This design comes from an exercise in tuning for a short achievable clock period and few clock cycles on the open sky130 flow, not from production work. Only simulation tests tie the RTL to the original design; equivalence was not proved.

==> job 6659: inputs <==
## mips
module mips(
    input clk,
    input reset,
    input [31:0] i_inst_rdata,
    input [31:0] m_data_rdata,
    output [31:0] i_inst_addr,
    output [31:0] m_data_addr,
    output [31:0] m_data_wdata,
    output [3 :0] m_data_byteen,
    output [31:0] m_inst_addr,
    output w_grf_we,
    output [4:0] w_grf_addr,
    output [31:0] w_grf_wdata,
    output [31:0] w_inst_addr
    );
clock: 180.0 ns
lec_check: 0
cap_margin: 20
core_margin: 2
core_utilization: 30
slew_margin: 20
run.sh (not shown) runs the stock make flow with config.mk's settings and CLKGATE_MAP_FILE= SYNTH_SCRIPT=/design/flow/synth_recipe.tcl, a recipe that flattens the netlist after the stock synthesis.
==> inputs of job 7878, as changes to job 6659 <==
--- a/flow/design.v
+++ b/flow/design.v
@@ -311,26 +311,30 @@
     mul32 u_mul (.a(eA), .b(eB), .sgn(E_sgn), .p(e_prod));
     wire [31:0] div_hi, div_lo;
     wire div_done;
     wire [2:0] div_cnt;
     DIVIDER u_div (.clk(clk), .rst(rst), .start(E_div), .sgn(E_sgn), .a(eA), .b(eB),
                    .cnt(div_cnt), .done(div_done), .hi(div_hi), .lo(div_lo));
+    reg hi_pend, lo_pend;
     always @(posedge clk) begin
         if (rst) begin
             HI <= 32'h0;
             LO <= 32'h0;
-        end else if (E_mult) begin
-            HI <= e_prod[63:32];
-            LO <= e_prod[31:0];
-        end else if (div_done) begin
-            HI <= div_hi;
-            LO <= div_lo;
-        end else if (E_mthi) begin
-            HI <= eA;
-        end else if (E_mtlo) begin
-            LO <= eA;
+            hi_pend <= 1'b0;
+            lo_pend <= 1'b0;
+        end else begin
+            if (E_mult) HI <= e_prod[63:32];
+            else if (E_mthi) HI <= eA;
+            else if (div_done && hi_pend) HI <= div_hi;
+            if (E_mult) LO <= e_prod[31:0];
+            else if (E_mtlo) LO <= eA;
+            else if (div_done && lo_pend) LO <= div_lo;
+            if (E_div) hi_pend <= 1'b1;
+            else if (E_mult || E_mthi || div_done) hi_pend <= 1'b0;
+            if (E_div) lo_pend <= 1'b1;
+            else if (E_mult || E_mtlo || div_done) lo_pend <= 1'b0;
         end
     end
     wire [15:0] m_half = M_alo[1] ? M_raw[31:16] : M_raw[15:0];
     wire [7:0]  m_byte = M_alo[0] ? m_half[15:8] : m_half[7:0];
     wire [31:0] m_ld = (M_lsop[1:0] == 2'd0) ? M_raw :
                        (M_lsop[1:0] == 2'd1) ? {{16{M_lsop[2] & m_half[15]}}, m_half} :
@@ -340,13 +344,14 @@
     wire e_hit_rt = (E_dst != 5'd0) && (E_dst == rt);
     wire m_hit_rs = (M_dst != 5'd0) && (M_dst == rs);
     wire m_hit_rt = (M_dst != 5'd0) && (M_dst == rt);
     wire [31:0] rs_v = e_hit_rs ? E_result : m_hit_rs ? M_final : grf_rs;
     wire [31:0] rt_v = e_hit_rt ? E_result : m_hit_rt ? M_final : grf_rt;
     wire stall_ld = E_load && ((rs_early && e_hit_rs) || (rt_early && e_hit_rt));
-    wire stall_md = d_mdu && (E_div || (div_cnt > 3'd1));
+    wire stall_md = (i_mfhi && (E_div || (hi_pend && div_cnt > 3'd1))) ||
+                    (i_mflo && (E_div || (lo_pend && div_cnt > 3'd1)));
     wire stall = stall_ld | stall_md;
     wire b_eq = (rs_v == rt_v);
     wire b_z  = (rs_v == 32'h0);
     wire b_n  = rs_v[31];
     wire taken = (i_beq & b_eq) | (i_bne & ~b_eq) | (i_blez & (b_n | b_z)) |
                  (i_bgtz & ~b_n & ~b_z) | (i_bltz & b_n) | (i_bgez & ~b_n);
==> qor summary <==
|  | job 6659 | job 7878 |
|---|---|---|
| Number of standard cells after synthesis | 14,500 | 14,250 |
| Hold worst-path end | W_PC[20] | W_PC[28] |
| Xor and xnor fraction of the mapped netlist area | 0.03911 | 0.03870 |
| Avg Cell Area, Syn | 9.792 um2 | 9.860 um2 |
| Wire length on met3 | 91,190 um | 70,630 um |
| Post-route standard cell area excluding fillers | 159,800 um2 | 157,700 um2 |
| Share of synthesized cell area in and, or, nand and nor gates | 0.1383 | 0.1372 |
| Largest net degree at the start of global routing | 114 | 115 |
| Adder and majority cell fraction of the synthesized area | 0.2002 | 0.2023 |
| Max Fanout on Critical Path | 8 | 9 |
| Post-layout worst setup margin | 141,960 ps | 141,880 ps |
| Data arrival at the endpoint of the critical path | 2040 ps | 2120 ps |
| Bufs w/o clock | 723 | 693 |
| Run status | timing/DRC/antenna clean | timing/DRC/antenna clean |
| Estimated wirelength of the detail-placed design | 489,800 um | 431,700 um |
| Wire length on met1 | 255,500 um | 221,100 um |
| Floorplan die width | 691.9 um | 688.4 um |
| Die span in y | 691.9 um | 688.4 um |
| Clock Skew | 112.9 ps | 131.5 ps |
| Share of the synthesized area in the top cell type | 0.2238 | 0.2261 |
| Length of the first detailed-routing pass in iterations | 9 | 8 |
| Met1 demand-to-capacity share in global routing | 0.3550 | 0.3079 |
| Fraction of area in registers | 0.2788 | 0.2828 |
Testbench counts of job 6659, summed over its fixed seeds: cycles 45,041.
Testbench counts of job 7878, summed over its fixed seeds: cycles 44,060.

what the ideal ports hide:
No port has a modelled driver above. Below, the same layouts with a new extraction and two added sets of constraints. Step 1 (the two cells are an assumption about what drives the block):
set clk [get_ports {clk}]
set_driving_cell -lib_cell sky130_fd_sc_hd__clkbuf_16 $clk
set_driving_cell -lib_cell sky130_fd_sc_hd__buf_2 [delete_from_list [all_inputs] $clk]
Step 2 moves the port delays by t, midway between the first and last clock arrival at a register: inputs arrive t later, outputs are due t later. That takes back most of the time a late clock gives input paths. Three values: no drivers, after step 1, after step 2; two values: the first two.
run	shift t [ns]	setup slack, ns	worst register clock-pin slew, ns	worst data-port slew with drivers (ns)
job 6659	1.039	141.962 / 141.859 / 142.641	0.07 / 0.07	0.10
job 7878	0.989	141.880 / 141.806 / 142.653	0.07 / 0.07	0.05
After both steps setup and hold are still met in every run listed.
